From an optimization exercise on the open Yosys and OpenROAD flow, aimed at small area; shortcuts taken in it are not production practice.
Function was checked by simulation only, so behaviour that the tests miss may differ from the original.
No driver is modelled on the clock port, so clock power and skew are understated where the tree is cut down; a real chip needs a root buffer or a tree.
Power and IR drop assume default switching activity.

==> run A <==
==> flow/design.v <==
module top_wrapper (
    input  wire       clk,
    input  wire       rst_n,
    input  wire       start_sample,
    input  wire       din1,
    output wire       cs_n,
    output wire       sclk,
    output wire       dac_sclk,
    output wire       dac_cs,
    output wire       dac_mosi,
    output wire       tx
);
  wire rst = !rst_n;
  reg  [8:0] lf;
  reg        sc;
  wire       term = (lf == 9'd364);
  wire       E    = term & !sc;
  always @(posedge clk) begin
    if (rst | term) lf <= 9'd0;
    else            lf <= {lf[7:0], ~(lf[8] ^ lf[4])};
    if (rst)        sc <= 1'b0;
    else if (term)  sc <= ~sc;
  end
  assign sclk     = sc;
  assign dac_sclk = sc;
  reg  [4:0] as;
  reg        db;                  
  reg  [3:0] hn;                  
  wire adc_w1 = (as == 5'd17);
  wire adc_w2 = (as == 5'd18);
  wire adc_sh = (as[4:3] == 2'b00 && as[3:0] != 4'd0) || as[4:3] == 2'b01;  
  always @(posedge clk) begin
    if (rst) as <= 5'd31;
    else if (E) begin
      if (as == 5'd19 || (as == 5'd31 && !start_sample)) as <= 5'd31;
      else as <= as + 5'd1;
    end
    if (E) db <= din1;
  end
  assign cs_n = as[4];
  reg [4:0] ds;
  always @(posedge clk) begin
    if (rst) ds <= 5'd17;
    else if (E) begin
      if (ds == 5'd17) ds <= start_sample ? 5'd31 : 5'd17;
      else ds <= ds + 5'd1;
    end
  end
  assign dac_cs   = ds[4];
  assign dac_mosi = !ds[4] & (ds[3] | ds[2]);
  reg       ug, ux;       
  reg [8:0] sr;           
  reg       txr;
  reg  [3:0] w;
  reg        e, f;
  wire push = (adc_w1 | adc_w2) & !f;
  wire pop  = ux & sr[8] & !e;
  wire w0   = (w == 4'd0);
  wire w15  = (w == 4'd15);
  always @(posedge clk) begin
    if (rst) begin
      w <= 4'd0; e <= 1'b0; f <= 1'b0;
    end else if (E) begin
      case ({push, pop})
        2'b10: begin
          if (!w15) w <= w + 4'd1;
          e <= 1'b0;
          f <= w15 | !start_sample;
        end
        2'b01: begin
          if (!w0) w <= w - 4'd1;
          e <= w0 | !start_sample;
          f <= 1'b0;
        end
        default: begin
          e <= w0 | !start_sample;
          f <= w15 | !start_sample;
        end
      endcase
    end
  end
  reg [6:0] ph;
  reg       pend, act;
  wire      ph_last = &ph;
  always @(posedge clk) begin
    if (rst) begin
      ph <= 7'd0; pend <= 1'b1; act <= 1'b0;
    end else begin
      ph <= ph + ((E & pop) ? 7'h79 : 7'h01);
      if (ph_last) act <= pend;
      if (E) pend <= 1'b1;
      else if (ph_last) pend <= 1'b0;
    end
  end
  reg  [127:0] R;
  reg          dly;
  wire [2:0]   bi   = ph[2:0];
  wire         atw  = act & (ph[6:3] == w);
  wire         rin  = (atw & adc_sh) ? ((bi == 3'd0) ? db : dly) :
                      (atw & adc_w2) ? (!bi[2] & hn[bi[1:0]]) :
                                       R[127];
  always @(posedge clk) begin
    R   <= {R[126:0], rin};
    dly <= R[127];
    if (atw & adc_sh & (bi == 3'd7)) hn <= {hn[2:0], R[127]};
  end
  wire cap  = act & ug & (ph[6:3] == 4'd0);
  always @(posedge clk) begin
    if (cap | (E & ux)) sr[7:0] <= {cap ? (!w0 & R[127]) : sr[8], sr[7:1]};
    if (cap) sr[8] <= 1'b1;
    else if (E & ux) sr[8] <= 1'b0;
    if (rst) begin
      ug <= 1'b0; ux <= 1'b0; txr <= 1'b1;
    end else if (E) begin
      if (ug) begin
        ug <= 1'b0; ux <= 1'b1;
      end else if (ux) begin
        if (sr[8:1] == 8'd0) begin ux <= 1'b0; txr <= 1'b1; end
        else txr <= sr[0];
      end else if (!e) begin
        ug <= 1'b1;
      end
    end
  end
  assign tx = txr;
endmodule
==> flow/flow/run.sh <==
#!/bin/bash
# Standard layout, with clock tree synthesis options of our own.
set -euo pipefail
export CTS_ARGS="-sink_clustering_enable -repair_clock_nets -dont_use_dummy_load -buf_list sky130_fd_sc_hd__clkbuf_8 -sink_buffer_max_cap_derate 1.0"
bash standard.sh > standard.log 2>&1
==> flow/standard.sh <==
#!/bin/bash
# synth_recipe.tcl (not shown) runs the flow's synth.tcl, then flattens the netlist and writes it again
# the make line also repeats each setting of config.mk as NAME=value (left out here)
make -C /OpenROAD-flow-scripts/flow DESIGN_CONFIG=/design/flow/config.mk WORK_HOME=/design/flow/orfs CLKGATE_MAP_FILE= SYNTH_SCRIPT=/design/flow/synth_recipe.tcl "${@:-finish}"
==> flow/config.mk <==
export PLATFORM = sky130hd
export DESIGN_NAME = top_wrapper
export DESIGN_NICKNAME = top_wrapper
export VERILOG_FILES = /design/flow/design.v
export SDC_FILE = /design/flow/constraint.sdc
export NUM_CORES = 4
export LEC_CHECK = 0
export CAP_MARGIN = 20
export CORE_MARGIN = 2
export CORE_UTILIZATION = 40
export SLEW_MARGIN = 20
==> flow/constraint.sdc <==
create_clock -name core_clock -period 10.0 [get_ports {clk}]
set_input_delay 2.0000 -clock core_clock [delete_from_list [all_inputs] [get_ports {clk}]]
set_output_delay 2.0000 -clock core_clock [all_outputs]
set_load 0.01 [all_outputs]
==> inputs of run D, as changes to run A <==
==> flow/run.sh (new file) <==
#!/bin/bash
# synth_recipe.tcl (not shown) runs the flow's synth.tcl, then flattens the netlist and writes it again
# the make line also repeats each setting of config.mk as NAME=value (left out here)
make -C /OpenROAD-flow-scripts/flow DESIGN_CONFIG=/design/flow/config.mk WORK_HOME=/design/flow/orfs CLKGATE_MAP_FILE= SYNTH_SCRIPT=/design/flow/synth_recipe.tcl finish
removed: flow/flow/run.sh
removed: flow/standard.sh
==> notes <==
- Sequential cell count is the same in run D and run A.
- Of run A and run D, run D has the higher cell count (gap 2.6%, measured against run D).
- Between run A and run D, the lower core utilization is in run A (gap 3.1 points).
- Synthesized area is the same in run D and run A.
- Non-clock buffer count is the same in run D and run A.


==> inputs of run a <==
// top_wrapper: RTL as listed in full above, without the edits since
==> flow/config.mk <==
export PLATFORM = sky130hd
export DESIGN_NAME = top_wrapper
export DESIGN_NICKNAME = top_wrapper
export VERILOG_FILES = /design/flow/design.v
export SDC_FILE = /design/flow/constraint.sdc
export NUM_CORES = 4
export LEC_CHECK = 0
export CAP_MARGIN = 20
export CORE_MARGIN = 2
export CORE_UTILIZATION = 40
export SLEW_MARGIN = 20
==> flow/constraint.sdc <==
create_clock -name core_clock -period 10.0 [get_ports {clk}]
set_input_delay 2.0000 -clock core_clock [delete_from_list [all_inputs] [get_ports {clk}]]
set_output_delay 2.0000 -clock core_clock [all_outputs]
set_load 0.01 [all_outputs]
standard.sh (not shown) runs the stock make flow with config.mk's settings and CLKGATE_MAP_FILE= SYNTH_SCRIPT=/design/flow/synth_recipe.tcl, a recipe that flattens the netlist after the stock synthesis.
==> flow/flow/run.sh <==
#!/bin/bash
# Standard layout, with clock tree synthesis options of our own.
set -euo pipefail
export CTS_ARGS="-sink_clustering_enable -repair_clock_nets -dont_use_dummy_load -buf_list sky130_fd_sc_hd__clkbuf_16 -sink_clustering_size 100 -sink_clustering_max_diameter 500 -sink_buffer_max_cap_derate 0.5"
bash standard.sh > standard.log 2>&1
==> inputs of run b, as changes to run a <==
==> flow/flow/run.sh (replaced) <==
#!/bin/bash
# Standard layout, with clock tree synthesis told not to add dummy loads.
set -euo pipefail
export CTS_ARGS="-sink_clustering_enable -repair_clock_nets -dont_use_dummy_load -buf_list sky130_fd_sc_hd__clkbuf_8 -sink_clustering_size 30 -sink_clustering_max_diameter 100"
bash standard.sh > standard.log 2>&1
==> inputs of run c, as changes to run a <==
==> flow/flow/run.sh (replaced) <==
#!/bin/bash
# Standard layout, except that the clock tree is built by flow/cts_tree.tcl:
# the clock port drives CTS_NLEAF buffers (through a root buffer if
# CTS_ROOT_CELL is set), each driving one group of flip-flops chosen by
# position; and the ports are buffered with the smallest buffer.
set -euo pipefail
export PRE_CTS_TCL="$PWD/flow/cts_tree.tcl"
export CTS_NLEAF=11
export CTS_LEAF_CELL=sky130_fd_sc_hd__clkbuf_8
export CTS_ROOT_CELL=sky130_fd_sc_hd__clkbuf_16
export BUFFER_PORTS_ARGS="-inputs -outputs -buffer_cell sky130_fd_sc_hd__buf_1"
bash standard.sh > standard.log 2>&1
==> flow/flow/cts_tree.tcl (new file) <==
# A small clock tree in place of TritonCTS: the clock flip-flops are split
# into NLEAF groups by position (k-means), each group is driven by one clock
# buffer placed at its centre, and the clock port drives the group buffers,
# directly or through one root buffer (CTS_ROOT_CELL).
proc clock_tree_synthesis {args} {
  set nleaf  $::env(CTS_NLEAF)
  set bufcell $::env(CTS_LEAF_CELL)
  set block [ord::get_db_block]
  set db [ord::get_db]
  set clknet [$block findNet clk]
  set master [$db findMaster $bufcell]
  # sinks and their positions
  set sinks {}
  foreach it [$clknet getITerms] {
    set inst [$it getInst]
    set bb [$inst getBBox]
    set x [expr {([$bb xMin] + [$bb xMax]) / 2.0}]
    set y [expr {([$bb yMin] + [$bb yMax]) / 2.0}]
    lappend sinks [list $it $x $y]
  }
  set n [llength $sinks]
  puts "custom cts: $n sinks, $nleaf groups of $bufcell"
  # k-means, seeded along the sorted x+y diagonal
  set sorted [lsort -real -index 1 [lmap s $sinks {list $s [expr {[lindex $s 1] + [lindex $s 2]}]}]]
  set cx {}; set cy {}
  for {set k 0} {$k < $nleaf} {incr k} {
    set s [lindex [lindex $sorted [expr {int(($k + 0.5) * $n / $nleaf)}]] 0]
    lappend cx [lindex $s 1]; lappend cy [lindex $s 2]
  }
  set cap [expr {int(ceil(1.0 * $n / $nleaf)) + 2}]
  for {set iter 0} {$iter < 30} {incr iter} {
    # balanced assignment: greedy by distance with a size cap
    set pairs {}
    set i 0
    foreach s $sinks {
      for {set k 0} {$k < $nleaf} {incr k} {
        set d [expr {abs([lindex $s 1] - [lindex $cx $k]) + abs([lindex $s 2] - [lindex $cy $k])}]
        lappend pairs [list $d $i $k]
      }
      incr i
    }
    set pairs [lsort -real -index 0 $pairs]
    set asg [lrepeat $n -1]
    set cnt [lrepeat $nleaf 0]
    foreach p $pairs {
      lassign $p d i k
      if {[lindex $asg $i] >= 0} continue
      if {[lindex $cnt $k] >= $cap} continue
      lset asg $i $k
      lset cnt $k [expr {[lindex $cnt $k] + 1}]
    }
    set sx [lrepeat $nleaf 0.0]; set sy [lrepeat $nleaf 0.0]
    for {set i 0} {$i < $n} {incr i} {
      set k [lindex $asg $i]
      lset sx $k [expr {[lindex $sx $k] + [lindex [lindex $sinks $i] 1]}]
      lset sy $k [expr {[lindex $sy $k] + [lindex [lindex $sinks $i] 2]}]
    }
    for {set k 0} {$k < $nleaf} {incr k} {
      if {[lindex $cnt $k] > 0} {
        lset cx $k [expr {[lindex $sx $k] / [lindex $cnt $k]}]
        lset cy $k [expr {[lindex $sy $k] / [lindex $cnt $k]}]
      }
    }
  }
  puts "custom cts: group sizes $cnt"
  # optional root buffer between the clock port and the group buffers
  set drvnet $clknet
  if {[info exists ::env(CTS_ROOT_CELL)] && $::env(CTS_ROOT_CELL) ne ""} {
    set rmaster [$db findMaster $::env(CTS_ROOT_CELL)]
    set root [odb::dbInst_create $block $rmaster "clkbuf_root"]
    set drvnet [odb::dbNet_create $block "clknet_root"]
    $drvnet setSigType CLOCK
    [$root findITerm A] connect $clknet
    [$root findITerm X] connect $drvnet
    set mx 0.0; set my 0.0
    for {set k 0} {$k < $nleaf} {incr k} {
      set mx [expr {$mx + [lindex $cx $k] / $nleaf}]
      set my [expr {$my + [lindex $cy $k] / $nleaf}]
    }
    $root setLocation [expr {int($mx)}] [expr {int($my)}]
    $root setPlacementStatus PLACED
  }
  # make the group buffers and nets
  for {set k 0} {$k < $nleaf} {incr k} {
    set buf [odb::dbInst_create $block $master "clkbuf_leaf_$k"]
    set net [odb::dbNet_create $block "clknet_leaf_$k"]
    $net setSigType CLOCK
    [$buf findITerm A] connect $drvnet
    [$buf findITerm X] connect $net
    set w [[$buf getMaster] getWidth]
    set h [[$buf getMaster] getHeight]
    $buf setLocation [expr {int([lindex $cx $k] - $w / 2)}] [expr {int([lindex $cy $k] - $h / 2)}]
    $buf setPlacementStatus PLACED
    for {set i 0} {$i < $n} {incr i} {
      if {[lindex $asg $i] == $k} {
        set it [lindex [lindex $sinks $i] 0]
        $it disconnect
        $it connect $net
      }
    }
  }
  $clknet setSigType CLOCK
  set_propagated_clock [all_clocks]
}
==> inputs of run d, as changes to run a <==
--- a/flow/design.v
+++ b/flow/design.v
@@ -24,10 +24,8 @@
   assign sclk     = sc;
   assign dac_sclk = sc;
-  reg  [4:0] as;
-  reg        db;                  
-  reg  [3:0] hn;                  
+  reg  [4:0]  as;
+  reg  [11:0] adc;
   wire adc_w1 = (as == 5'd17);
   wire adc_w2 = (as == 5'd18);
-  wire adc_sh = (as[4:3] == 2'b00 && as[3:0] != 4'd0) || as[4:3] == 2'b01;  
   always @(posedge clk) begin
     if (rst) as <= 5'd31;
@@ -36,5 +34,5 @@
       else as <= as + 5'd1;
     end
-    if (E) db <= din1;
+    if (E && !as[4] && as[3:0] != 4'd15) adc <= {adc[10:0], din1};
   end
   assign cs_n = as[4];
@@ -87,5 +85,5 @@
       ph <= 7'd0; pend <= 1'b1; act <= 1'b0;
     end else begin
-      ph <= ph + ((E & pop) ? 7'h79 : 7'h01);
+      ph <= ph + 7'd1;
       if (ph_last) act <= pend;
       if (E) pend <= 1'b1;
@@ -94,20 +92,19 @@
   end
   reg  [127:0] R;
-  reg          dly;
+  wire [3:0]   j    = ph[6:3];
   wire [2:0]   bi   = ph[2:0];
-  wire         atw  = act & (ph[6:3] == w);
-  wire         rin  = (atw & adc_sh) ? ((bi == 3'd0) ? db : dly) :
-                      (atw & adc_w2) ? (!bi[2] & hn[bi[1:0]]) :
-                                       R[127];
+  wire [3:0]   tgt  = pop ? w - 4'd1 : w;
+  wire         clr  = !ug & !ux & w0 & !e;    
+  wire         dbit = adc_w1 ? adc[bi] : (!bi[2] & adc[{2'b10, bi[1:0]}]);
+  wire         rin  = !act                ? R[127] :
+                      clr                 ? 1'b0 :
+                      (push && j == tgt)  ? dbit :
+                      pop                 ? ((j == 4'd15) ? 1'b0 : R[119]) :
+                                            R[127];
+  always @(posedge clk) R <= {R[126:0], rin};
+  wire cap   = act & ug & (ph[6:4] == 3'd0) & (!ph[3] | ph[2:0] == 3'd0);
+  wire sr_in = cap & (ph[3] | R[127]);
   always @(posedge clk) begin
-    R   <= {R[126:0], rin};
-    dly <= R[127];
-    if (atw & adc_sh & (bi == 3'd7)) hn <= {hn[2:0], R[127]};
-  end
-  wire cap  = act & ug & (ph[6:3] == 4'd0);
-  always @(posedge clk) begin
-    if (cap | (E & ux)) sr[7:0] <= {cap ? (!w0 & R[127]) : sr[8], sr[7:1]};
-    if (cap) sr[8] <= 1'b1;
-    else if (E & ux) sr[8] <= 1'b0;
+    if (cap | (E & ux)) sr <= {sr_in, sr[8:1]};
     if (rst) begin
       ug <= 1'b0; ux <= 1'b0; txr <= 1'b1;
==> flow/run.sh (new file) <==
#!/bin/bash
# synth_recipe.tcl (not shown) runs the flow's synth.tcl, then flattens the netlist and writes it again
# the make line also repeats each setting of config.mk as NAME=value (left out here)
make -C /OpenROAD-flow-scripts/flow DESIGN_CONFIG=/design/flow/config.mk WORK_HOME=/design/flow/orfs CLKGATE_MAP_FILE= SYNTH_SCRIPT=/design/flow/synth_recipe.tcl finish
removed: flow/flow/run.sh
removed: flow/standard.sh
==> notes <==
- Run b passed the timing, DRC and antenna checks. Run a went through all stages and came out clean. Run c ran to the end with no violations. Run d finished clean.
- In run d the sequential power is higher than in run a, by about 4%.
- Via count: run c is smaller than run b (2.2%).
- Sequential cell count is the same in run a and run c.
- Power: run c < run b < run a < run d.
- Against run a, the wire length of run b is higher by 0.56%.
- Hold slack, highest first: run d, run a, run c, run b.
- Between run c and run b, the lower fmax is in run b (gap about 10%, measured against run b).
- In die area, run c and run b do not differ.
==> figures <==
	run b	run c	run d	run a
Clock latency reported for the late side of the worst-skew pair	0.42 ns	0.36 ns	0.41 ns	0.41 ns
Global routing met3 resource utilization	6.02%	1.87%	4.79%	4.46%
Hold Worst Slack	0.313 ns	0.314 ns	0.326 ns	0.318 ns
H-tree depth reported by CTS	4	-	4	4
Cell area after technology mapping	5030 um2	5030 um2	5320 um2	5030 um2
Setup slack, reg-to-reg	7.19 ns	7.23 ns	7.70 ns	7.20 ns
Aggregate routed wire length	6680 um	6560 um	7220 um	6650 um
Nets in the synthesized netlist	389	389	406	389
Clock share of power	32.1%	29.3%	45.7%	40.8%
Count of plain and timing-repair buffers	9	-	10	9
Fmax	282 MHz	309 MHz	285 MHz	282 MHz
Result of the run	finished clean	finished clean	finished clean	finished clean
Bufs on Longest Clock Path	2	-	2	2
Worst slack, placed	6.05 ns	6.39 ns	6.23 ns	6.05 ns
Type of element capturing the critical path	register	register	primary output	register
Sequential cell area fraction in the yosys report	74.6%	74.6%	74.3%	74.6%
Final setup margin	6.45 ns	6.76 ns	6.50 ns	6.45 ns
The clock cells of run c come from the design's own scripts or RTL, not from TritonCTS.

[what the ideal ports hide]
In the flow no input, the clock included, has a driving cell. The finished layouts below were timed again as built, in two steps. Step 1 assumes that a clkbuf_16 drives the clock port and a buf_2 every other input. Step 2 also shifts input and output timing later by t, the mid clock arrival at the registers, as if the neighbouring blocks saw the same clock. a / b / c = no drivers / after step 1 / after step 2; a / b = the first two.
run | t (ns) | setup WS [ns] | clock arrival spread, ns | pins driven straight from the clock port
run A of note 1 | 0.448 | 6.450 / 6.447 / 6.012 | 0.024 / 0.025 | 1
run D of note 1 | 0.449 | 6.453 / 6.453 / 6.022 | 0.014 / 0.015 | 1
run a of note 2 | 0.439 | 6.448 / 6.465 / 6.026 | 0.018 / 0.019 | 1
run b of note 2 | 0.448 | 6.450 / 6.447 / 6.012 | 0.024 / 0.025 | 1
run c of note 2 | 0.387 | 6.765 / 6.773 / 6.387 | 0.025 / 0.025 | 1
run d of note 2 | 0.447 | 6.496 / 6.460 / 6.288 | 0.007 / 0.007 | 1
After both steps setup and hold are still met in every run listed.
